This is an optimization exercise on Yosys and OpenROAD, whose aim is small area, not a production implementation.
Only simulation tests tie the RTL to the original design; equivalence was not proved.
The flow treats the clock pin as an ideal source, which a real chip does not have.

==> flow/design.v <==
`timescale 1ns / 1ps
module iob_reg_ca #(
   parameter DATA_W  = 1,
   parameter RST_VAL = {DATA_W{1'b0}}
) (
   input                   clk_i,
   input                   cke_i,
   input                   arst_i,
   input      [DATA_W-1:0] data_i,
   output reg [DATA_W-1:0] data_o
);
   always @(posedge clk_i, negedge arst_i) begin
      if (!arst_i) begin
         data_o <= RST_VAL;
      end else if (cke_i) begin
         data_o <= data_i;
      end
   end
endmodule
`timescale 1ns / 1ps
module iob_reg_cae #(
   parameter DATA_W  = 1,
   parameter RST_VAL = {DATA_W{1'b0}}
) (
   input                   clk_i,
   input                   cke_i,
   input                   arst_i,
   input                   en_i,
   input      [DATA_W-1:0] data_i,
   output reg [DATA_W-1:0] data_o
);
   always @(posedge clk_i, negedge arst_i) begin
      if (!arst_i) begin
         data_o <= RST_VAL;
      end else if (cke_i & en_i) begin
         data_o <= data_i;
      end
   end
endmodule
`timescale 1ns / 1ps
module iob_reverse #(
   parameter DATA_W = 21
) (
   input  [DATA_W-1:0] data_i,
   output [DATA_W-1:0] data_o
);
   genvar pos;
   generate
      for (pos = 0; pos < DATA_W; pos = pos + 1) begin : reverse
         assign data_o[pos] = data_i[(DATA_W-1)-pos];
      end
   endgenerate
endmodule
`timescale 1ns / 1ps
module iob_prio_enc #(
   parameter W    = 21,
   parameter MODE = "LOW"
) (
   input      [          W-1:0] unencoded_i,
   output reg [$clog2(W+1)-1:0] encoded_o
);
   wire [W+1-1:0] unencoded_int;
   assign unencoded_int = {(~(|unencoded_i)), unencoded_i};
   integer pos;
   generate
      if (MODE == "LOW") begin : gen_low_prio
         always @* begin
            encoded_o = 1'b0;   
            for (pos = W; pos != -1; pos = pos - 1) begin
               if (unencoded_int[pos]) begin
                  encoded_o = pos[$clog2(W)-1:0];
               end
            end
         end
      end else begin : gen_highest_prio   
         always @* begin
            encoded_o = 1'b0;   
            for (pos = {W{1'd0}}; pos < (W + 1); pos = pos + 1) begin
               if (unencoded_int[pos]) begin
                  encoded_o = pos[$clog2(W)-1:0];
               end
            end
         end
      end
   endgenerate
endmodule
`timescale 1ns / 1ps
module iob_ctls #(
   parameter W      = 21,
   parameter MODE   = 0,    
   parameter SYMBOL = 0     
) (
   input  [          W-1:0] data_i,
   output [$clog2(W+1)-1:0] count_o
);
   wire [W-1:0] data_int1;
   generate
      if (SYMBOL == 0) begin : g_zeros
         assign data_int1 = data_i;
      end else begin : g_ones
         assign data_int1 = ~data_i;
      end
   endgenerate
   wire [W-1:0] data_int2;
   generate
      if (MODE == 1) begin : g_reverse
         iob_reverse #(W) reverse0 (
            .data_i(data_int1),
            .data_o(data_int2)
         );
      end else begin : g_noreverse
         assign data_int2 = data_int1;
      end
   endgenerate
   iob_prio_enc #(
      .W   (W),
      .MODE("LOW")
   ) prio_encoder0 (
      .unencoded_i(data_int2),
      .encoded_o  (count_o)
   );
endmodule
`timescale 1ns / 1ps
module iob_axil2iob #(
   parameter AXIL_ADDR_W = 21,            
   parameter AXIL_DATA_W = 21,            
   parameter ADDR_W      = AXIL_ADDR_W,   
   parameter DATA_W      = AXIL_DATA_W    
) (
   input                      clk_i,
   input                      cke_i,
   input                      arst_i,
   input  [  AXIL_ADDR_W-1:0] axil_araddr_i,
   input                      axil_arvalid_i,
   output                     axil_arready_o,
   output [  AXIL_DATA_W-1:0] axil_rdata_o,
   output [            2-1:0] axil_rresp_o,
   output                     axil_rvalid_o,
   input                      axil_rready_i,
   input  [  AXIL_ADDR_W-1:0] axil_awaddr_i,
   input                      axil_awvalid_i,
   output                     axil_awready_o,
   input  [  AXIL_DATA_W-1:0] axil_wdata_i,
   input  [AXIL_DATA_W/8-1:0] axil_wstrb_i,
   input                      axil_wvalid_i,
   output                     axil_wready_o,
   output [            2-1:0] axil_bresp_o,
   output                     axil_bvalid_o,
   input                      axil_bready_i,
   output                     iob_valid_o,
   output [       ADDR_W-1:0] iob_addr_o,
   output [       DATA_W-1:0] iob_wdata_o,
   output [     DATA_W/8-1:0] iob_wstrb_o,
   input                      iob_rvalid_i,
   input  [       DATA_W-1:0] iob_rdata_i,
   input                      iob_ready_i,
   output                     iob_rready_o
);
   localparam WSTRB_W = DATA_W / 8;
   wire [ADDR_W-1:0] iob_addr;
   wire              iob_addr_en;
   assign axil_wready_o = iob_ready_i;
   assign axil_bresp_o  = 2'b0;
   wire axil_bvalid_nxt;
   assign axil_bvalid_nxt = (iob_valid_o & (|iob_wstrb_o)) ? iob_ready_i : (axil_bvalid_o & ~axil_bready_i);
   assign axil_arready_o = iob_ready_i;
   assign axil_rresp_o = 2'b0;
   assign axil_rvalid_o = iob_rvalid_i;
   assign axil_rdata_o = iob_rdata_i;
   assign iob_valid_o = axil_wvalid_i | axil_arvalid_i;
   assign iob_addr_o = axil_arvalid_i ? axil_araddr_i : axil_awvalid_i ? axil_awaddr_i : iob_addr;
   assign iob_wdata_o = axil_wdata_i;
   assign iob_wstrb_o = axil_wvalid_i ? axil_wstrb_i : {WSTRB_W{1'b0}};
   assign iob_rready_o = axil_rready_i;
   assign iob_addr_en = axil_arvalid_i | axil_awvalid_i;
   iob_reg_ca #(
      .DATA_W (1),
      .RST_VAL(0)
   ) iob_reg_bvalid (
      .clk_i (clk_i),
      .cke_i (cke_i),
      .arst_i(arst_i),
      .data_i(axil_bvalid_nxt),
      .data_o(axil_bvalid_o)
   );
   iob_reg_cae #(
      .DATA_W (ADDR_W),
      .RST_VAL(0)
   ) iob_reg_addr (
      .clk_i (clk_i),
      .cke_i (cke_i),
      .arst_i(arst_i),
      .en_i  (iob_addr_en),
      .data_i(iob_addr_o),
      .data_o(iob_addr)
   );
   wire awready_en;
   wire axil_awready_nxt;
   assign awready_en       = axil_awready_o ? axil_awvalid_i : (axil_bvalid_o & axil_bready_i);
   assign axil_awready_nxt = ~axil_awready_o;   
   iob_reg_cae #(
      .DATA_W (1),
      .RST_VAL(1)
   ) iob_reg_awready (
      .clk_i (clk_i),
      .cke_i (cke_i),
      .arst_i(arst_i),
      .en_i  (awready_en),
      .data_i(axil_awready_nxt),
      .data_o(axil_awready_o)
   );
endmodule
`timescale 1ns / 1ps
module iob_axil_macc_csrs #(
   parameter ADDR_W = 4,   
   parameter DATA_W = 32
) (
   input                 clk_i,
   input                 cke_i,
   input                 arst_i,
   input  [       2-1:0] axil_araddr_i,
   input                 axil_arvalid_i,
   output                axil_arready_o,
   output [  DATA_W-1:0] axil_rdata_o,
   output [       2-1:0] axil_rresp_o,
   output                axil_rvalid_o,
   input                 axil_rready_i,
   input  [       2-1:0] axil_awaddr_i,
   input                 axil_awvalid_i,
   output                axil_awready_o,
   input  [  DATA_W-1:0] axil_wdata_i,
   input  [DATA_W/8-1:0] axil_wstrb_i,
   input                 axil_wvalid_i,
   output                axil_wready_o,
   output [       2-1:0] axil_bresp_o,
   output                axil_bvalid_o,
   input                 axil_bready_i,
   output                en_o,
   input                 done_i,
   output                load_o,
   output [       8-1:0] a_o,
   output [       8-1:0] b_o,
   input  [      16-1:0] c_i
);
   wire                internal_iob_valid;
   wire [  ADDR_W-1:0] internal_iob_addr;
   wire [  DATA_W-1:0] internal_iob_wdata;
   wire [DATA_W/8-1:0] internal_iob_wstrb;
   wire                internal_iob_rvalid;
   wire [  DATA_W-1:0] internal_iob_rdata;
   wire                internal_iob_ready;
   wire                internal_iob_rready;
   wire                state;
   reg                 state_nxt;
   wire                write_en;
   wire [  ADDR_W-1:0] internal_iob_addr_stable;
   wire [  ADDR_W-1:0] internal_iob_addr_reg;
   wire                internal_iob_addr_reg_en;
   wire                en_wdata;
   wire                en_wen;
   wire                load_wdata;
   wire                load_wen;
   wire [       8-1:0] a_wdata;
   wire                a_wen;
   wire [       8-1:0] b_wdata;
   wire                b_wen;
   wire                iob_rvalid_out;
   reg                 iob_rvalid_nxt;
   wire [      32-1:0] iob_rdata_out;
   reg  [      32-1:0] iob_rdata_nxt;
   wire                iob_ready_out;
   reg                 iob_ready_nxt;
   reg                 iob_addr_i_0_8;
   reg                 iob_addr_i_4_16;
   reg                 iob_addr_i_8_0;
   function [31:0] iob_max;
      input [31:0] a;
      input [31:0] b;
      begin
         if (a > b) iob_max = a;
         else iob_max = b;
      end
   endfunction
   function [31:0] iob_min;
      input [31:0] a;
      input [31:0] b;
      begin
         if (a < b) iob_min = a;
         else iob_min = b;
      end
   endfunction
   function [31:0] iob_cshift_left;
      input [31:0] DATA;
      input integer DATA_W;
      input integer SHIFT;
      begin
         iob_cshift_left = (DATA << SHIFT) | (DATA >> (DATA_W - SHIFT));
      end
   endfunction
   function [31:0] iob_cshift_right;
      input [31:0] DATA;
      input integer DATA_W;
      input integer SHIFT;
      begin
         iob_cshift_right = (DATA >> SHIFT) | (DATA << (DATA_W - SHIFT));
      end
   endfunction
   localparam WSTRB_W = DATA_W / 8;
   localparam WAIT_REQ = 1'd0;
   localparam WAIT_RVALID = 1'd1;
   assign internal_iob_addr_reg_en = (state == WAIT_REQ);
   assign internal_iob_addr_stable = (state == WAIT_RVALID) ? internal_iob_addr_reg : internal_iob_addr;
   assign write_en = |internal_iob_wstrb;
   wire [($clog2(WSTRB_W)+1)-1:0] byte_offset;
   iob_ctls #(
      .W     (WSTRB_W),
      .MODE  (0),
      .SYMBOL(0)
   ) bo_inst (
      .data_i (internal_iob_wstrb),
      .count_o(byte_offset)
   );
   wire [ADDR_W-1:0] waddr;
   assign waddr    = ((internal_iob_addr_stable>>$clog2((DATA_W/8)))<<$clog2((DATA_W/8))) + byte_offset;
   assign en_wdata = internal_iob_wdata[0+:1];
   wire en_addressed_w;
   assign en_addressed_w = (waddr >= 0) && (waddr < 1);
   assign en_wen         = internal_iob_valid & (write_en & en_addressed_w);
   iob_reg_cae #(
      .DATA_W (1),
      .RST_VAL(1'd0)
   ) en_datareg (
      .clk_i (clk_i),
      .cke_i (cke_i),
      .arst_i(arst_i),
      .en_i  (en_wen),
      .data_i(en_wdata),
      .data_o(en_o)
   );
   assign load_wdata = internal_iob_wdata[16+:1];
   wire load_addressed_w;
   assign load_addressed_w = (waddr >= 2) && (waddr < 3);
   assign load_wen         = internal_iob_valid & (write_en & load_addressed_w);
   iob_reg_cae #(
      .DATA_W (1),
      .RST_VAL(1'd0)
   ) load_datareg (
      .clk_i (clk_i),
      .cke_i (cke_i),
      .arst_i(arst_i),
      .en_i  (load_wen),
      .data_i(load_wdata),
      .data_o(load_o)
   );
   assign a_wdata = internal_iob_wdata[24+:8];
   wire a_addressed_w;
   assign a_addressed_w = (waddr >= 3) && (waddr < 4);
   assign a_wen         = internal_iob_valid & (write_en & a_addressed_w);
   iob_reg_cae #(
      .DATA_W (8),
      .RST_VAL(8'd0)
   ) a_datareg (
      .clk_i (clk_i),
      .cke_i (cke_i),
      .arst_i(arst_i),
      .en_i  (a_wen),
      .data_i(a_wdata),
      .data_o(a_o)
   );
   assign b_wdata = internal_iob_wdata[0+:8];
   wire b_addressed_w;
   assign b_addressed_w = (waddr >= 4) && (waddr < 5);
   assign b_wen         = internal_iob_valid & (write_en & b_addressed_w);
   iob_reg_cae #(
      .DATA_W (8),
      .RST_VAL(8'd0)
   ) b_datareg (
      .clk_i (clk_i),
      .cke_i (cke_i),
      .arst_i(arst_i),
      .en_i  (b_wen),
      .data_i(b_wdata),
      .data_o(b_o)
   );
   assign internal_iob_rvalid = iob_rvalid_out;
   assign internal_iob_rdata  = iob_rdata_out;
   assign internal_iob_ready  = iob_ready_out;
   wire [7:0] byte_aligned_done_i;
   assign byte_aligned_done_i = done_i;
   wire [15:0] byte_aligned_c_i;
   assign byte_aligned_c_i = c_i;
   always @* begin
      iob_rdata_nxt  = 32'd0;
      iob_addr_i_0_8 = (((internal_iob_addr_stable>>$clog2((DATA_W/8)))<<$clog2((DATA_W/8))) == 0);
      if (iob_addr_i_0_8) begin
         iob_rdata_nxt[8+:8] = byte_aligned_done_i | 8'd0;
      end
      iob_addr_i_4_16 = ((
      ((internal_iob_addr_stable>>$clog2((DATA_W/8)))<<$clog2((DATA_W/8)))
      >= 4) && (
      ((internal_iob_addr_stable>>$clog2((DATA_W/8)))<<$clog2((DATA_W/8)))
      < 8));
      if (iob_addr_i_4_16) begin
         iob_rdata_nxt[16+:16] = byte_aligned_c_i | 16'd0;
      end
      iob_addr_i_8_0 = (((internal_iob_addr_stable>>$clog2((DATA_W/8)))<<$clog2((DATA_W/8))) == 8);
      if (iob_addr_i_8_0) begin
         iob_rdata_nxt[0+:16] = 16'h0081 | 16'd0;
      end
      iob_ready_nxt  = 1'b0;
      iob_rvalid_nxt = 1'b0;
      state_nxt      = state;
      case (state)
         WAIT_REQ: begin
            if (internal_iob_valid & (!internal_iob_ready)) begin   
               iob_ready_nxt = 1'b1;
               if (iob_ready_nxt && (!write_en)) begin
                  state_nxt = WAIT_RVALID;
               end
            end
         end
         default: begin   
            if (internal_iob_rready & internal_iob_rvalid) begin   
               iob_rvalid_nxt = 1'b0;
               state_nxt      = WAIT_REQ;
            end else begin
               iob_rvalid_nxt = 1'b1;
            end
         end
      endcase
   end   
   iob_reg_cae #(
      .DATA_W (ADDR_W),
      .RST_VAL({ADDR_W{1'b0}})
   ) internal_addr_reg (
      .clk_i (clk_i),
      .cke_i (cke_i),
      .arst_i(arst_i),
      .en_i  (internal_iob_addr_reg_en),
      .data_i(internal_iob_addr),
      .data_o(internal_iob_addr_reg)
   );
   iob_reg_ca #(
      .DATA_W (1),
      .RST_VAL(1'b0)
   ) state_reg (
      .clk_i (clk_i),
      .cke_i (cke_i),
      .arst_i(arst_i),
      .data_i(state_nxt),
      .data_o(state)
   );
   iob_axil2iob #(
      .AXIL_ADDR_W(ADDR_W),
      .AXIL_DATA_W(DATA_W)
   ) iob_axil2iob_coverter (
      .clk_i         (clk_i),
      .cke_i         (cke_i),
      .arst_i        (arst_i),
      .axil_araddr_i ({axil_araddr_i, 2'b0}),
      .axil_arvalid_i(axil_arvalid_i),
      .axil_arready_o(axil_arready_o),
      .axil_rdata_o  (axil_rdata_o),
      .axil_rresp_o  (axil_rresp_o),
      .axil_rvalid_o (axil_rvalid_o),
      .axil_rready_i (axil_rready_i),
      .axil_awaddr_i ({axil_awaddr_i, 2'b0}),
      .axil_awvalid_i(axil_awvalid_i),
      .axil_awready_o(axil_awready_o),
      .axil_wdata_i  (axil_wdata_i),
      .axil_wstrb_i  (axil_wstrb_i),
      .axil_wvalid_i (axil_wvalid_i),
      .axil_wready_o (axil_wready_o),
      .axil_bresp_o  (axil_bresp_o),
      .axil_bvalid_o (axil_bvalid_o),
      .axil_bready_i (axil_bready_i),
      .iob_valid_o   (internal_iob_valid),
      .iob_addr_o    (internal_iob_addr),
      .iob_wdata_o   (internal_iob_wdata),
      .iob_wstrb_o   (internal_iob_wstrb),
      .iob_rvalid_i  (internal_iob_rvalid),
      .iob_rdata_i   (internal_iob_rdata),
      .iob_ready_i   (internal_iob_ready),
      .iob_rready_o  (internal_iob_rready)
   );
   iob_reg_ca #(
      .DATA_W (1),
      .RST_VAL(1'b0)
   ) rvalid_reg (
      .clk_i (clk_i),
      .cke_i (cke_i),
      .arst_i(arst_i),
      .data_i(iob_rvalid_nxt),
      .data_o(iob_rvalid_out)
   );
   iob_reg_ca #(
      .DATA_W (32),
      .RST_VAL(32'b0)
   ) rdata_reg (
      .clk_i (clk_i),
      .cke_i (cke_i),
      .arst_i(arst_i),
      .data_i(iob_rdata_nxt),
      .data_o(iob_rdata_out)
   );
   iob_reg_ca #(
      .DATA_W (1),
      .RST_VAL(1'b0)
   ) ready_reg (
      .clk_i (clk_i),
      .cke_i (cke_i),
      .arst_i(arst_i),
      .data_i(iob_ready_nxt),
      .data_o(iob_ready_out)
   );
endmodule
`timescale 1ns / 1ps
module iob_axil_macc #(
   parameter DATA_W = 32
) (
   input                 clk_i,
   input                 cke_i,
   input                 arst_i,
   input  [       2-1:0] iob_csrs_axil_araddr_i,
   input                 iob_csrs_axil_arvalid_i,
   output                iob_csrs_axil_arready_o,
   output [  DATA_W-1:0] iob_csrs_axil_rdata_o,
   output [       2-1:0] iob_csrs_axil_rresp_o,
   output                iob_csrs_axil_rvalid_o,
   input                 iob_csrs_axil_rready_i,
   input  [       2-1:0] iob_csrs_axil_awaddr_i,
   input                 iob_csrs_axil_awvalid_i,
   output                iob_csrs_axil_awready_o,
   input  [  DATA_W-1:0] iob_csrs_axil_wdata_i,
   input  [DATA_W/8-1:0] iob_csrs_axil_wstrb_i,
   input                 iob_csrs_axil_wvalid_i,
   output                iob_csrs_axil_wready_o,
   output [       2-1:0] iob_csrs_axil_bresp_o,
   output                iob_csrs_axil_bvalid_o,
   input                 iob_csrs_axil_bready_i
);
   wire          arvalid = iob_csrs_axil_arvalid_i;
   wire          awvalid = iob_csrs_axil_awvalid_i;
   wire          wvalid = iob_csrs_axil_wvalid_i;
   wire [   3:0] wstrb = iob_csrs_axil_wstrb_i;
   wire [  31:0] wdata = iob_csrs_axil_wdata_i;
   reg           st;
   reg           rdy;
   reg           bvalid;
   reg           awready;
   reg  [   1:0] addr_q;   
   reg  [   1:0] ia;   
   wire          rvalid = st & ~rdy;
   wire          valid = wvalid | arvalid;
   wire          we = wvalid & (|wstrb);
   wire [   1:0] addr = arvalid ? iob_csrs_axil_araddr_i :
                        awvalid ? iob_csrs_axil_awaddr_i : addr_q;
   wire [   1:0] as = st ? ia : addr;
   wire          w0 = wvalid & (as == 2'd0);
   wire          en_wen = w0 & wstrb[0];
   wire          load_wen = w0 & (wstrb[2:0] == 3'b100);
   wire          a_wen = w0 & (wstrb == 4'b1000);
   wire          b_wen = wvalid & (as == 2'd1) & wstrb[0];
   always @(posedge clk_i, negedge arst_i) begin
      if (!arst_i) begin
         st      <= 1'b0;
         rdy     <= 1'b0;
         bvalid  <= 1'b0;
         awready <= 1'b1;
         addr_q  <= 2'd0;
      end else if (cke_i) begin
         rdy     <= ~st & ~rdy & valid;
         st      <= st ? (rdy | ~iob_csrs_axil_rready_i) : (~rdy & valid & ~we);
         bvalid  <= we ? rdy : (bvalid & ~iob_csrs_axil_bready_i);
         if (awready ? awvalid : (bvalid & iob_csrs_axil_bready_i)) awready <= ~awready;
         addr_q  <= addr;
      end
   end
   always @(posedge clk_i) begin
      if (cke_i & ~st) ia <= addr;
   end
   reg           en;
   reg           load;
   reg  [   7:0] a;
   reg  [   7:0] b;
   wire          en_d;
   wire          load_d;
   wire [   7:0] a_d;
   wire [   7:0] b_d;
   macc_mux #(
      .W(1)
   ) en_mux (
      .s (cke_i & en_wen),
      .d0(en),
      .d1(wdata[0]),
      .y (en_d)
   );
   macc_mux #(
      .W(1)
   ) load_mux (
      .s (cke_i & load_wen),
      .d0(load),
      .d1(wdata[16]),
      .y (load_d)
   );
   macc_mux #(
      .W(8)
   ) a_mux (
      .s (cke_i & a_wen),
      .d0(a),
      .d1(wdata[31:24]),
      .y (a_d)
   );
   macc_mux #(
      .W(8)
   ) b_mux (
      .s (cke_i & b_wen),
      .d0(b),
      .d1(wdata[7:0]),
      .y (b_d)
   );
   always @(posedge clk_i, negedge arst_i) begin
      if (!arst_i) begin
         en   <= 1'b0;
         load <= 1'b0;
         a    <= 8'd0;
         b    <= 8'd0;
      end else begin
         en   <= en_d;
         load <= load_d;
         a    <= a_d;
         b    <= b_d;
      end
   end
   reg           en_int;
   reg  [   2:0] dn;
   reg           done_int;
   reg  [  15:0] accn;   
   reg           az;
   reg           cz;
   reg  [   7:0] a_s;
   reg  [   7:0] b_s;
   wire [  15:0] acc_sumn;
   wire          enp = en & ~en_int;
   macc_tree macc (
      .a (a_s),
      .b (b_s),
      .mn(accn | {16{load | az}}),
      .qn(acc_sumn)
   );
   always @(posedge clk_i, negedge arst_i) begin
      if (!arst_i) begin
         en_int   <= 1'b0;
         dn       <= 3'd0;
         done_int <= 1'b0;
         az       <= 1'b1;
         cz       <= 1'b1;
      end else begin
         if (cke_i) begin
            en_int   <= en;
            dn       <= {dn[1:0], enp};
            done_int <= ~enp & (dn[2] | done_int);
            if (dn[2]) az <= 1'b0;
            cz <= az;
         end
      end
   end
   always @(posedge clk_i) begin
      if (cke_i & dn[2]) accn <= acc_sumn;
   end
   always @(posedge clk_i) begin
      if (cke_i & dn[0]) begin
         a_s <= a;
         b_s <= b;
      end
   end
   reg  [  15:0] cqn;
   reg           dq;
   always @(posedge clk_i) begin
      if (cke_i) begin
         cqn <= accn;
         dq <= done_int;
      end
   end
   wire ia0 = (ia == 2'd0);
   wire ia1 = (ia == 2'd1);
   wire ia2 = (ia == 2'd2);
   assign iob_csrs_axil_rdata_o   = {~(cqn | {16{~ia1 | cz}}), 7'd0, dq & ia0, ia2, 6'd0, ia2};
   assign iob_csrs_axil_rresp_o   = 2'b0;
   assign iob_csrs_axil_rvalid_o  = rvalid;
   assign iob_csrs_axil_arready_o = rdy;
   assign iob_csrs_axil_wready_o  = rdy;
   assign iob_csrs_axil_awready_o = awready;
   assign iob_csrs_axil_bresp_o   = 2'b0;
   assign iob_csrs_axil_bvalid_o  = bvalid;
endmodule
module macc_mux #(
   parameter W = 1
) (
   input          s,
   input  [W-1:0] d0,
   input  [W-1:0] d1,
   output [W-1:0] y
);
   assign y = s ? d1 : d0;
endmodule
module macc_tree (
   input  [ 7:0] a,
   input  [ 7:0] b,
   input  [15:0] mn,
   output [15:0] qn
);
   wire n1, n2;
   macc_han h0 (mn[5], ~(a[0] & b[5]), n1, n2);
   wire n3, n4;
   macc_fa u0 (mn[6], ~(a[0] & b[6]), ~(a[1] & b[5]), n3, n4);
   wire n5, n6;
   macc_han h1 (~(a[2] & b[4]), ~(a[3] & b[3]), n5, n6);
   wire n7, n8;
   macc_fa u1 (mn[7], ~(a[0] & b[7]), ~(a[1] & b[6]), n7, n8);
   wire n9, n10;
   macc_fa u2 (~(a[2] & b[5]), ~(a[3] & b[4]), ~(a[4] & b[3]), n9, n10);
   wire n11, n12;
   macc_han h2 (~(a[5] & b[2]), ~(a[6] & b[1]), n11, n12);
   wire n13, n14;
   macc_fa u3 (mn[8], ~(a[1] & b[7]), ~(a[2] & b[6]), n13, n14);
   wire n15, n16;
   macc_fa u4 (~(a[3] & b[5]), ~(a[4] & b[4]), ~(a[5] & b[3]), n15, n16);
   wire n17, n18;
   macc_han h3 (~(a[6] & b[2]), ~(a[7] & b[1]), n17, n18);
   wire n19, n20;
   macc_fa u5 (mn[9], ~(a[2] & b[7]), ~(a[3] & b[6]), n19, n20);
   wire n21, n22;
   macc_fa u6 (~(a[4] & b[5]), ~(a[5] & b[4]), ~(a[6] & b[3]), n21, n22);
   wire n23, n24;
   macc_fa u7 (mn[10], ~(a[3] & b[7]), ~(a[4] & b[6]), n23, n24);
   wire n25, n26;
   macc_han h4 (mn[3], ~(a[0] & b[3]), n25, n26);
   wire n27, n28;
   macc_fa u8 (mn[4], ~(a[0] & b[4]), ~(a[1] & b[3]), n27, n28);
   wire n29, n30;
   macc_han h5 (~(a[2] & b[2]), ~(a[3] & b[1]), n29, n30);
   wire n31, n32;
   macc_fa u9 (~(a[1] & b[4]), ~(a[2] & b[3]), ~(a[3] & b[2]), n31, n32);
   wire n33, n34;
   macc_fa u10 (~(a[4] & b[1]), ~(a[5] & b[0]), n1, n33, n34);
   wire n35, n36;
   macc_fa u11 (~(a[4] & b[2]), ~(a[5] & b[1]), ~(a[6] & b[0]), n35, n36);
   wire n37, n38;
   macc_fa u12 (n2, n5, n3, n37, n38);
   wire n39, n40;
   macc_fa u13 (~(a[7] & b[0]), n6, n11, n39, n40);
   wire n41, n42;
   macc_fa u14 (n4, n7, n9, n41, n42);
   wire n43, n44;
   macc_fa u15 (n12, n17, n10, n43, n44);
   wire n45, n46;
   macc_fa u16 (n8, n13, n15, n45, n46);
   wire n47, n48;
   macc_fa u17 (~(a[7] & b[2]), n18, n14, n47, n48);
   wire n49, n50;
   macc_fa u18 (n16, n19, n21, n49, n50);
   wire n51, n52;
   macc_fa u19 (~(a[5] & b[5]), ~(a[6] & b[4]), ~(a[7] & b[3]), n51, n52);
   wire n53, n54;
   macc_fa u20 (n20, n22, n23, n53, n54);
   wire n55, n56;
   macc_fa u21 (mn[11], ~(a[4] & b[7]), ~(a[5] & b[6]), n55, n56);
   wire n57, n58;
   macc_fa u22 (~(a[6] & b[5]), ~(a[7] & b[4]), n24, n57, n58);
   wire n59, n60;
   macc_fa u23 (mn[12], ~(a[5] & b[7]), ~(a[6] & b[6]), n59, n60);
   wire n61, n62;
   macc_han h6 (mn[2], ~(a[0] & b[2]), n61, n62);
   wire n63, n64;
   macc_fa u24 (~(a[1] & b[2]), ~(a[2] & b[1]), ~(a[3] & b[0]), n63, n64);
   wire n65, n66;
   macc_fa u25 (~(a[4] & b[0]), n26, n29, n65, n66);
   wire n67, n68;
   macc_fa u26 (n30, n28, n31, n67, n68);
   wire n69, n70;
   macc_fa u27 (n32, n35, n34, n69, n70);
   wire n71, n72;
   macc_fa u28 (n36, n39, n38, n71, n72);
   wire n73, n74;
   macc_fa u29 (n40, n42, n43, n73, n74);
   wire n75, n76;
   macc_fa u30 (n44, n46, n47, n75, n76);
   wire n77, n78;
   macc_fa u31 (n51, n48, n50, n77, n78);
   wire n79, n80;
   macc_fa u32 (n52, n55, n54, n79, n80);
   wire n81, n82;
   macc_fa u33 (~(a[7] & b[5]), n56, n59, n81, n82);
   wire n83, n84;
   macc_fa u34 (mn[13], ~(a[6] & b[7]), ~(a[7] & b[6]), n83, n84);
   wire n85, n86;
   macc_han h7 (mn[1], ~(a[0] & b[1]), n85, n86);
   wire n87, n88;
   macc_fa u35 (~(a[1] & b[1]), ~(a[2] & b[0]), n61, n87, n88);
   wire n89, n90;
   macc_fa u36 (n62, n25, n63, n89, n90);
   wire n91, n92;
   macc_fa u37 (n64, n27, n65, n91, n92);
   wire n93, n94;
   macc_fa u38 (n66, n33, n67, n93, n94);
   wire n95, n96;
   macc_fa u39 (n68, n37, n69, n95, n96);
   wire n97, n98;
   macc_fa u40 (n41, n70, n71, n97, n98);
   wire n99, n100;
   macc_fa u41 (n45, n72, n73, n99, n100);
   wire n101, n102;
   macc_fa u42 (n49, n74, n75, n101, n102);
   wire n103, n104;
   macc_fa u43 (n53, n76, n77, n103, n104);
   wire n105, n106;
   macc_fa u44 (n57, n78, n79, n105, n106);
   wire n107, n108;
   macc_fa u45 (n58, n81, n80, n107, n108);
   wire n109, n110;
   macc_fa u46 (n60, n83, n82, n109, n110);
   wire n111, n112;
   macc_fa u47 (mn[14], ~(a[7] & b[7]), n84, n111, n112);
   wire n113, n114;
   macc_han h8 (mn[0], ~(a[0] & b[0]), n113, n114);
   wire n115, n116;
   macc_fa u48 (~(a[1] & b[0]), n85, n114, n115, n116);
   wire n117, n118;
   macc_fa u49 (n86, n87, n116, n117, n118);
   wire n119, n120;
   macc_fa u50 (n88, n89, n118, n119, n120);
   wire n121, n122;
   macc_fa u51 (n90, n91, n120, n121, n122);
   wire [10:0] r0 = {mn[15], n110, n108, n106, n104, n102, n100, n98, n96, n94, n92};
   wire [10:0] r1 = {n112, n111, n109, n107, n105, n103, n101, n99, n97, n95, n93};
   wire [10:0] rs = r0 + r1 + n122;
   assign qn = {rs[10], rs[9], rs[8], rs[7], rs[6], rs[5], rs[4], rs[3], rs[2], rs[1], rs[0], n121, n119, n117, n115, n113};
endmodule
module macc_fa (
   input  x,
   input  y,
   input  z,
   output s,
   output c
);
   assign s = x ^ y ^ z;
   assign c = (x & y) | (x & z) | (y & z);
endmodule
module macc_ha (
   input  x,
   input  y,
   output s,
   output c
);
   assign s = x ^ y;
   assign c = x & y;
endmodule
module macc_han (
   input  xn,
   input  yn,
   output sn,
   output cn
);
   assign sn = ~(xn ^ yn);
   assign cn = xn | yn;
endmodule
==> flow/flow/run.sh <==
#!/bin/bash
# The standard layout (standard.sh), with five changes to how the
# layout is made:
#  - after floorplanning, every combinational cell from synthesis is swapped
#    to the smallest cell of its kind (flow/downsize.tcl); the later repair
#    steps size cells up again where timing, slew or load need it;
#  - the constant outputs share synthesis's one tie cell instead of getting
#    a tie cell each (SKIP_REPAIR_TIE_FANOUT=1);
#  - the port buffers are buf_1 cells;
#  - the clock tree uses clkbuf_8 and no dummy loads;
#  - after clock tree synthesis, clock buffers are swapped to smaller ones
#    while every flip-flop clock pin keeps a slew under 110 ps
#    (flow/clkdown.tcl).
# Each step's full output goes to its own log file in this folder.
set -euo pipefail
RES="$PWD/orfs/results/sky130hd/iob_axil_macc/base"
ARGS=(
  "BUFFER_PORTS_ARGS=-buffer_cell sky130_fd_sc_hd__buf_1"
  "SKIP_REPAIR_TIE_FANOUT=1"
  "CTS_ARGS=-sink_clustering_enable -repair_clock_nets -dont_use_dummy_load -buf_list sky130_fd_sc_hd__clkbuf_8 -sink_clustering_size 30"
)
bash standard.sh "${ARGS[@]}" floorplan > standard_floorplan.log 2>&1
DS_ODB="$RES/2_floorplan.odb" openroad -no_init -exit flow/downsize.tcl > downsize.log 2>&1
bash standard.sh "${ARGS[@]}" cts > standard_cts.log 2>&1
PLATFORM_DIR="$FLOW_HOME/platforms/sky130hd" CD_ODB="$RES/4_cts.odb" CD_SDC="$RES/4_cts.sdc" \
  CLK_SLEW_TARGET=0.110 openroad -no_init -exit flow/clkdown.tcl > clkdown.log 2>&1
bash standard.sh "${ARGS[@]}" finish > standard_finish.log 2>&1
==> flow/flow/clkdown.tcl <==
set plat $::env(PLATFORM_DIR)
read_liberty $plat/lib/sky130_fd_sc_hd__tt_025C_1v80.lib
read_db $::env(CD_ODB)
read_sdc $::env(CD_SDC)
source $plat/setRC.tcl
set_propagated_clock [all_clocks]
set target $::env(CLK_SLEW_TARGET)
proc worst_clk_slew {} {
  estimate_parasitics -placement
  set w 0
  foreach pin [all_registers -clock_pins] {
    foreach e {rise fall} {
      set s [get_property $pin slew_max_$e]
      if {$s > $w} { set w $s }
    }
  }
  return $w
}
set block [ord::get_db_block]
set db [ord::get_db]
proc master {name} {
  foreach lib [$::db getLibs] {
    set m [$lib findMaster $name]
    if {$m ne "NULL"} { return $m }
  }
  return NULL
}
puts "clkdown: start worst clock-pin slew [worst_clk_slew]"
set order {sky130_fd_sc_hd__clkbuf_16 sky130_fd_sc_hd__clkbuf_8 sky130_fd_sc_hd__clkbuf_4 sky130_fd_sc_hd__clkbuf_2}
set saved 0
foreach inst [$block getInsts] {
  set m [[$inst getMaster] getName]
  set i [lsearch $order $m]
  if {$i < 0} { continue }
  # only the clock tree's buffers
  set onet [[$inst findITerm X] getNet]
  if {$onet eq "NULL" || [$onet getSigType] ne "CLOCK"} { continue }
  set cur [$inst getMaster]
  for {set j [expr {$i + 1}]} {$j < [llength $order]} {incr j} {
    set cand [master [lindex $order $j]]
    $inst swapMaster $cand
    set w [worst_clk_slew]
    if {$w > $target} {
      $inst swapMaster $cur
      break
    }
    set saved [expr {$saved + [$cur getWidth] - [$cand getWidth]}]
    set cur $cand
  }
}
puts "clkdown: saved [expr {$saved * 2.72 / 1000.0}] um2, worst clock-pin slew [worst_clk_slew]"
write_db $::env(CD_ODB)
==> flow/flow/downsize.tcl <==
# Swap every combinational cell of the synthesized netlist to the smallest
# cell of the same kind (same base name and pins), before placement.  The
# flow's own repair steps then size up only what timing, slew or load need.
read_db $::env(DS_ODB)
set db [ord::get_db]
set block [ord::get_db_block]
set masters {}
foreach lib [$db getLibs] {
  foreach m [$lib getMasters] { dict set masters [$m getName] $m }
}
proc pins_of {m} {
  set p {}
  foreach t [$m getMTerms] { lappend p [$t getName] }
  return [lsort $p]
}
set swapped 0
set saved 0
foreach inst [$block getInsts] {
  set m [$inst getMaster]
  set name [$m getName]
  if {![regexp {^sky130_fd_sc_hd__([a-z0-9]+)_([0-9]+)$} $name -> base size]} { continue }
  if {[regexp {^(df|edf|sdf|dl|clk|conb|tap|fill|decap|lpflow|probe|diode|ebuf|einv)} $base]} { continue }
  set best $m
  set area [expr {[$m getWidth] * [$m getHeight]}]
  dict for {cn cm} $masters {
    if {![regexp "^sky130_fd_sc_hd__${base}_\[0-9\]+\$" $cn]} { continue }
    set a [expr {[$cm getWidth] * [$cm getHeight]}]
    if {$a < $area && [pins_of $cm] eq [pins_of $m]} { set best $cm; set area $a }
  }
  if {$best ne $m} {
    set saved [expr {$saved + [$m getWidth] * [$m getHeight] - $area}]
    $inst swapMaster $best
    incr swapped
  }
}
puts "downsize: swapped $swapped cells, saved [expr {$saved / 1.0e6}] um2"
write_db $::env(DS_ODB)
==> flow/standard.sh <==
#!/bin/bash
# synth_recipe.tcl (not shown) runs the flow's synth.tcl, then flattens the netlist and writes it again
# the make line also repeats each setting of config.mk as NAME=value (left out here)
make -C /OpenROAD-flow-scripts/flow DESIGN_CONFIG=/design/flow/config.mk WORK_HOME=/design/flow/orfs CLKGATE_MAP_FILE= SYNTH_SCRIPT=/design/flow/synth_recipe.tcl "${@:-finish}"
==> flow/config.mk <==
export PLATFORM = sky130hd
export DESIGN_NAME = iob_axil_macc
export DESIGN_NICKNAME = iob_axil_macc
export VERILOG_FILES = /design/flow/design.v
export SDC_FILE = /design/flow/constraint.sdc
export NUM_CORES = 4
export LEC_CHECK = 0
export CAP_MARGIN = 20
export CORE_MARGIN = 2
export CORE_UTILIZATION = 40
export SLEW_MARGIN = 20
export SYNTH_HIERARCHICAL = 1
export SYNTH_MINIMUM_KEEP_SIZE = 0
==> flow/constraint.sdc <==
create_clock -name core_clock -period 5.0 [get_ports {clk_i}]
set_input_delay 1.0000 -clock core_clock [delete_from_list [all_inputs] [get_ports {clk_i}]]
set_output_delay 1.0000 -clock core_clock [all_outputs]
set_load 0.01 [all_outputs]
==> flow_metrics.tcl, run 1 <==
set metrics [dict create \
    synth_edf_count 51 \
    cts.root.buffer_cell "clkbuf_8" \
    synth_top_flop_cell "edfxtp_1" \
    hold_viol_final 0 \
    ios 89 \
    reg2reg_depth 16 \
    period_minus_slack_ns 4.727 \
    antenna_cells_inserted 0 \
    wire_per_inst_um 14.51 \
    cap_violations 0 \
    fill_cells 1247 \
    finClkSkew_ns 0.03242 \
    worstSetupPathType "reg -> reg" \
    crit_path_end_kind "flop" \
    synth_area_um2 5363 \
    grt_pass1_vias 3247 \
    gp_congestion 0.8895 \
    rr_startpoint "az" \
    grt_use_total 0.1442 \
    cpLargestDelayFamily "adder cells" \
    via_per_inst 4.783 \
    io_buffers 56 \
    worstPathRequired_ns 5.29 \
    regArea_um2 2312 \
    clk_pin_slew_ns 0.09 \
    cts_tree "yes" \
    grt_max_degree 35 \
    ys_ff_latch 82 \
    status "timing/DRC/antenna clean" \
    cts_setup_buffers 0 \
    ant_nets 0 \
    rsz0062_at_grt "no" \
    syn_inst 457 \
    slowest_delay_ns 0.70 \
    drv_slew 0 \
    clock_latency_ns 0.53 \
    worstMarginPinSlew_ns 0.8457 \
    finalSetupViolations 0 \
    synth_fp_nets 577 \
    nets 596 \
    coreArea_um2 13190 \
    timing.final.crit_share 0.9455 \
    grt-ovfl-total 0 \
    hold-path-endpoint "a_s[4]" \
    post-route-drc-count 0 \
    rr_endpoint "accn[13]" \
    placed_cells 641 \
    routed_wl_mm 9.430 \
    fp.dieW_um 119.8 \
    fin_tns_setup_ns 0 \
    synth_cell_types 43 \
    layout_commonest_cell "nand2_1" \
    vias 3109 \
    path_cells "or3_1 -> inv_1 -> ha_1 -> inv_1 -> fa_1 -> fa_1 -> fa_1 -> fa_1 -> fa_1 -> inv_1 -> fa_1 -> nand2b_1 -> a21oi_1 -> nor3_1 -> a21oi_1 -> xor2_1" \
    die_y_um 119.8 \
    grt_antenna_before_repair 0 \
    cts_htree_levels 3 \
    cp_common_cell "fa_1" \
    ys_seq_area_frac 0.4309 \
    critPathMaxFanout 18 \
    layout.cells.non_filler 650 \
    hold_start "a[4]" \
    clk_path_buf_depth 2 \
    worstSetupStartpointType "flop" \
    grt_pass1_wl_mm 15.93 \
    area_growth_pct 2.800 \
    die_area_um2 14350 \
    min_path_cells 0 \
    multiInputGateArea_um2 2491 \
    synthArstFlopShare 0.3780 \
    yosysWarnings 7 \
    cts.sinks 82 \
    layout_common_cells "nand2_1 (79), fa_1 (54), buf_1 (54)" \
    relSlewSlack 0.4362 \
    cp.arrival_ns 5.01 \
    fmax_mhz 211.5 \
    first_iter_violations 180 \
    avgSynthCellArea_um2 11.73 \
    rows 42 \
    critPathBufInv 3 \
    place_hpwl_mm 7.461 \
    firstDrtPassIters 5 \
    cts_made_buffers 9 \
    layout-drive-gt1-share 0.04641 \
    crit_slowest_cell "dfstp_2" \
    reg2reg_slack_ns 0.27 \
    initial_core_util 0.4066 \
    hold_path.class "reg -> reg" \
]
## flip-flops by register name (all words and copies together) (netlist names), 2 cells and up
register	count
cqn	16
b	8
b_s	8
a_s	8
ia	2
addr_q	2
dn	3
accn	16
a	8
## synth_stat cells, types with 7 or more instances
cell | n | area [µm²]
nand2_1 | 79 | 296.5
a21oi_1 | 8 | 40.04
mux2_4 | 18 | 270.3
edfxtp_1 | 51 | 1531
buf_4 | 25 | 187.7
inv_1 | 46 | 172.7
clkbuf_1 | 20 | 75.07
or3_1 | 16 | 100.1
dfrtp_1 | 28 | 700.7
fa_1 | 54 | 1081
nor2_1 | 24 | 90.09
xnor2_1 | 7 | 61.31
ha_1 | 18 | 225.2
## worst max path at each step
stage,startpoint,end,slack (ns),cells after the start
after floorplan,load,accn[13],0.59,16
after global placement,load,accn[13],0.24,16
after CTS,load,accn[13],0.16,16
after detailed placement,load,accn[13],0.17,16
after global routing,az,accn[13],0.002,16
final,az,accn[13],0.27,16
## metal layers
| layer | track usage | part of all wire | up-vias |
|---|---|---|---|
| met4 | 0.05441 | 0.0081 | 0 |
| met1 | 0.2008 | 0.46 | 1527 |
| met3 | 0.03137 | 0.059 | 5 |
| met2 | 0.2225 | 0.47 | 87 |
| met5 | 0 | 0 | - |
| li1 | - | - | 1490 |
## kinds of logic (layout without fill, tap and decap cells)
logic type | Yosys count | in the layout | share of synthesized area
multiplexers | 25 | 25 | 0.06463
XOR/XNOR | 10 | 10 | 0.01633
adder cells (fa/ha/maj) | 72 | 72 | 0.2436
flip-flops | 82 | 82 | 0.4309
AO/OA/AOI/OAI | 31 | 31 | 0.03967
AND/OR/NAND/NOR | 141 | 141 | 0.1157
other | 1 | 1 | 0.0006993
buffers and inverters | 95 | 112 | 0.08843
## through the flow
step	area [µm²]	hold slack, ns	utilization	setup slack (ns)
final	5513	0.4447	0.4179	0.2726
after detailed placement	5415	0.4284	0.4105	0.1670
after global placement	5415	0.4272	0.4105	0.2407
after CTS	5539	0.4456	0.4199	0.1597
after global routing	5513	0.4604	0.4179	0.002137
after floorplan	5363	0.4174	-	0.5891
## layout make-up
cell class / count / share of cell area
sequential: 82 / 0.4194
clock buffer: 9 / 0.01748
multi-input combinational: 280 / 0.4519
timing repair buffer: 57 / 0.03995
inverter: 46 / 0.03132
tap: 176 / 0.03995
## per-module statistics from Yosys, one instance, submodules excluded, a selection
| module | cells inside | area [µm²] |
|---|---|---|
| iob_axil_macc | 193 | 2988 |
| macc_fa | 1 | 20.02 |
| macc_tree | 147 | 793.3 |
| macc_han | 5 | 27.53 |
## timing repair
action                                  CTS  global route
hold buffers                              0             0
endpoints found under the setup margin    0             1
gates resized for setup                   0             1
==> run 2: changes to the inputs <==
--- a/flow/design.v
+++ b/flow/design.v
@@ -713,3 +713,4 @@
    wire n1, n2;
-   macc_han h0 (mn[5], ~(a[0] & b[5]), n1, n2);
+   macc_xnor hs0 (mn[5], ~(a[0] & b[5]), n1);
+   macc_or hc0 (mn[5], ~(a[0] & b[5]), n2);
    wire n3, n4;
@@ -717,3 +718,4 @@
    wire n5, n6;
-   macc_han h1 (~(a[2] & b[4]), ~(a[3] & b[3]), n5, n6);
+   macc_xnor hs1 (~(a[2] & b[4]), ~(a[3] & b[3]), n5);
+   macc_or hc1 (~(a[2] & b[4]), ~(a[3] & b[3]), n6);
    wire n7, n8;
@@ -723,3 +725,4 @@
    wire n11, n12;
-   macc_han h2 (~(a[5] & b[2]), ~(a[6] & b[1]), n11, n12);
+   macc_xnor hs2 (~(a[5] & b[2]), ~(a[6] & b[1]), n11);
+   macc_or hc2 (~(a[5] & b[2]), ~(a[6] & b[1]), n12);
    wire n13, n14;
@@ -729,3 +732,4 @@
    wire n17, n18;
-   macc_han h3 (~(a[6] & b[2]), ~(a[7] & b[1]), n17, n18);
+   macc_xnor hs3 (~(a[6] & b[2]), ~(a[7] & b[1]), n17);
+   macc_or hc3 (~(a[6] & b[2]), ~(a[7] & b[1]), n18);
    wire n19, n20;
@@ -737,3 +741,4 @@
    wire n25, n26;
-   macc_han h4 (mn[3], ~(a[0] & b[3]), n25, n26);
+   macc_xnor hs4 (mn[3], ~(a[0] & b[3]), n25);
+   macc_or hc4 (mn[3], ~(a[0] & b[3]), n26);
    wire n27, n28;
@@ -741,3 +746,4 @@
    wire n29, n30;
-   macc_han h5 (~(a[2] & b[2]), ~(a[3] & b[1]), n29, n30);
+   macc_xnor hs5 (~(a[2] & b[2]), ~(a[3] & b[1]), n29);
+   macc_or hc5 (~(a[2] & b[2]), ~(a[3] & b[1]), n30);
    wire n31, n32;
@@ -773,3 +779,4 @@
    wire n61, n62;
-   macc_han h6 (mn[2], ~(a[0] & b[2]), n61, n62);
+   macc_xnor hs6 (mn[2], ~(a[0] & b[2]), n61);
+   macc_or hc6 (mn[2], ~(a[0] & b[2]), n62);
    wire n63, n64;
@@ -797,3 +804,4 @@
    wire n85, n86;
-   macc_han h7 (mn[1], ~(a[0] & b[1]), n85, n86);
+   macc_xnor hs7 (mn[1], ~(a[0] & b[1]), n85);
+   macc_or hc7 (mn[1], ~(a[0] & b[1]), n86);
    wire n87, n88;
@@ -825,3 +833,4 @@
    wire n113, n114;
-   macc_han h8 (mn[0], ~(a[0] & b[0]), n113, n114);
+   macc_xnor hs8 (mn[0], ~(a[0] & b[0]), n113);
+   macc_or hc8 (mn[0], ~(a[0] & b[0]), n114);
    wire n115, n116;
@@ -858,10 +867,15 @@
 endmodule
-module macc_han (
-   input  xn,
-   input  yn,
-   output sn,
-   output cn
+module macc_xnor (
+   input  x,
+   input  y,
+   output z
+);
+   assign z = ~(x ^ y);
+endmodule
+module macc_or (
+   input  x,
+   input  y,
+   output z
 );
-   assign sn = ~(xn ^ yn);
-   assign cn = xn | yn;
+   assign z = x | y;
 endmodule
==> flow_metrics.tcl, run 2 <==
set metrics [dict create \
    status "timing/DRC/antenna clean" \
    synthTopCellsByArea "edfxtp_1 (29%), fa_1 (21%), dfrtp_1 (13%)" \
    critPathBufInv 1 \
    cp.arrival_ns 4.95 \
    grt_antenna_before_repair 0 \
    vias 3004 \
    rsz0062_at_grt "no" \
    period_minus_slack_ns 4.683 \
    rows 41 \
    worstMarginPinSlew_ns 0.8027 \
    coreArea_um2 12720 \
    grt_max_degree 35 \
    fin_hold_ws_ns 0.4460 \
    area_growth_pct 2.526 \
    grt_pass1_wl_mm 15.44 \
    ys_seq_area_frac 0.4402 \
    avgSynthCellArea_um2 12.21 \
    path_cells "or3_1 -> xnor2_1 -> fa_1 -> fa_1 -> fa_1 -> fa_1 -> fa_1 -> inv_1 -> fa_1 -> nand2b_1 -> a21oi_1 -> nor3_1 -> a21oi_1 -> xor2_1" \
    fin_tns_setup_ns 0 \
    highest_layer "met4" \
    antenna_cells_inserted 0 \
    layout_common_cells "nand2_1 (79), fa_1 (54), buf_1 (54)" \
    finalSetupViolations 0 \
    die_y_um 118.6 \
    wl_met2_mm 4.104 \
    fp.dieW_um 118.6 \
    slowest_delay_ns 0.51 \
    wl_met3_um 570 \
    ios 89 \
    layout_commonest_cell "nand2_1" \
    reg2reg_depth 14 \
    routed_wl_mm 9.129 \
    synth_top_flop_cell "edfxtp_1" \
    synth_area_um2 5250 \
    synthArstFlopShare 0.3780 \
    initial_core_util 0.4127 \
    crit_slowest_cell "dfrtp_2" \
    m1WireLength_mm 4.341 \
    grt_use_total 0.1403 \
    drv_slew 0 \
    fmax_mhz 213.5 \
    firstDrtPassIters 4 \
    worstSetupStartpointType "flop" \
    place_hpwl_mm 7.240 \
    yosysWarnings 7 \
    hold_start "accn[14]" \
    synth_edf_count 51 \
    hold_path.class "reg -> reg" \
    worstPathRequired_ns 5.27 \
    cpLargestDelayFamily "adder cells" \
    yosysTopAreaCell "edfxtp_1" \
    fill_cells 1265 \
    synth_fp_nets 541 \
    wire_per_inst_um 14.75 \
    die_area_um2 14060 \
    syn_inst 430 \
    via_per_inst 4.853 \
    rr_startpoint "load" \
    first_iter_violations 148 \
    crit_path_end_kind "flop" \
    cap_violations 0 \
    hold-path-endpoint "cqn[14]" \
    cts_tree "yes" \
    cts.sinks 82 \
    critPathMaxFanout 17 \
    cts.root.buffer_cell "clkbuf_8" \
    finClkSkew_ns 0.03008 \
    clk_pin_slew_ns 0.09 \
    relSlewSlack 0.4629 \
    min_path_cells 0 \
    rr_endpoint "accn[13]" \
    grt_pass1_vias 3121 \
    reg2reg_slack_ns 0.32 \
    nets 560 \
    timing.final.crit_share 0.9366 \
    cts_made_buffers 9 \
    gp_congestion 0.8735 \
    synthMostInstantiatedCell "nand2_1" \
    grt-ovfl-total 0 \
    reg_top3 "accn (16), cqn (16)" \
    synth_cell_types 44 \
    cp_common_cell "fa_1" \
    cts_setup_buffers 0 \
    cts_htree_levels 3 \
    ys_top_cells_by_count "nand2_1 (79), fa_1 (54), edfxtp_1 (51)" \
    clock_latency_ns 0.53 \
    layout-drive-gt1-share 0.04922 \
    io_buffers 56 \
    hold_viol_final 0 \
    worstSetupPathType "reg -> reg" \
    post-route-drc-count 0 \
    synth_top_area_frac 0.2917 \
    clk_path_buf_depth 2 \
    ys_ff_latch 82 \
    ant_nets 0 \
]
[run 2: routing by layer]
metal | vias to the layer above | GRT usage
li1 | 1444 | -
met1 | 1460 | 0.1922
met4 | 0 | 0.04613
met3 | 10 | 0.04778
met2 | 90 | 0.2098
met5 | - | 0
[run 2: layout make-up]
class | count | area (µm²) | share of cell area
Clock buffer | 9 | 83.83 | 0.01557
Inverter | 10 | 37.54 | 0.006974
Multi-Input combinational cell | 289 | 2514 | 0.4670
Sequential cell | 82 | 2312 | 0.4296
Tap cell | 172 | 215.2 | 0.03998
Timing Repair Buffer | 57 | 220.2 | 0.04091
[run 2: cell families (layout without fill, tap and decap cells)]
| family | Yosys count | count (layout) | synth area share |
|---|---|---|---|
| other | 1 | 1 | 0.0007143 |
| adders and majority gates | 63 | 63 | 0.2274 |
| DFF | 82 | 82 | 0.4402 |
| buffers and inverters | 59 | 76 | 0.06458 |
| xor gates and xnor gates | 19 | 19 | 0.03170 |
| AOI/OAI and AO/OA | 31 | 31 | 0.04052 |
| muxes | 25 | 25 | 0.06601 |
| and+or+nand+nor | 150 | 150 | 0.1289 |
[run 2: per-module statistics from Yosys, one instance, submodules excluded, a selection]
module         cell area [µm²]  flops+latches
macc_or                  6.256              0
macc_fa                  20.02              0
macc_xnor                8.758              0
iob_axil_macc             2988             82
macc_tree                793.3              0
[run 2: how the worst max path moves through the flow]
stage | from | to | slack [ns] | depth (start not counted)
after floorplan | load | accn[13] | 0.68 | 14
after global placement | load | accn[13] | 0.35 | 14
after detailed placement | load | accn[13] | 0.25 | 14
after CTS | load | accn[13] | 0.24 | 14
after global routing | load | accn[13] | 0.03 | 14
final | load | accn[13] | 0.32 | 14
[run 2: stage by stage]
stage	worst slack, ns	instance area [µm²]	cells	utilization
after floorplan	0.6758	5250	430	-
after global placement	0.3519	5298	610	0.4164
after detailed placement	0.2528	5298	610	0.4164
after CTS	0.2371	5421	619	0.4261
after global routing	0.02537	5383	619	0.4231
final	0.3170	5383	619	0.4231
[run 2: what timing repair did]
item                       CTS  global route
resized for setup            0             1
hold buffers                 0             0
setup endpoints to repair    0             1

==> what the ideal ports hide <==
Ports are ideal in the flow. The routed layouts listed here were re-timed in OpenROAD. Step 1 (the two cells are an assumption about what drives the block):
set clk [get_ports {clk_i}]
set_driving_cell -lib_cell sky130_fd_sc_hd__clkbuf_16 $clk
set_driving_cell -lib_cell sky130_fd_sc_hd__buf_2 [delete_from_list [all_inputs] $clk]
Step 2 adds t to the input delays and takes it off the output delays; t is the mean of the earliest and latest rising clock arrival at the registers after step 1. Input paths then give back, and output paths get back, about the clock's delay inside the block. a / b / c = ideal / step 1 / step 2; a / b = the first two.
run | t (ns) | setup slack, ns | worst setup path at the end | clock arrival spread, ns | worst slew at a driven data input, ns
run 1 | 0.548 | 0.273 / 0.273 / 0.273 | register to register | 0.035 / 0.035 | 0.03
run 2 | 0.547 | 0.317 / 0.317 / 0.317 | register to register | 0.031 / 0.031 | 0.04
After both steps setup and hold are still met in every run listed.
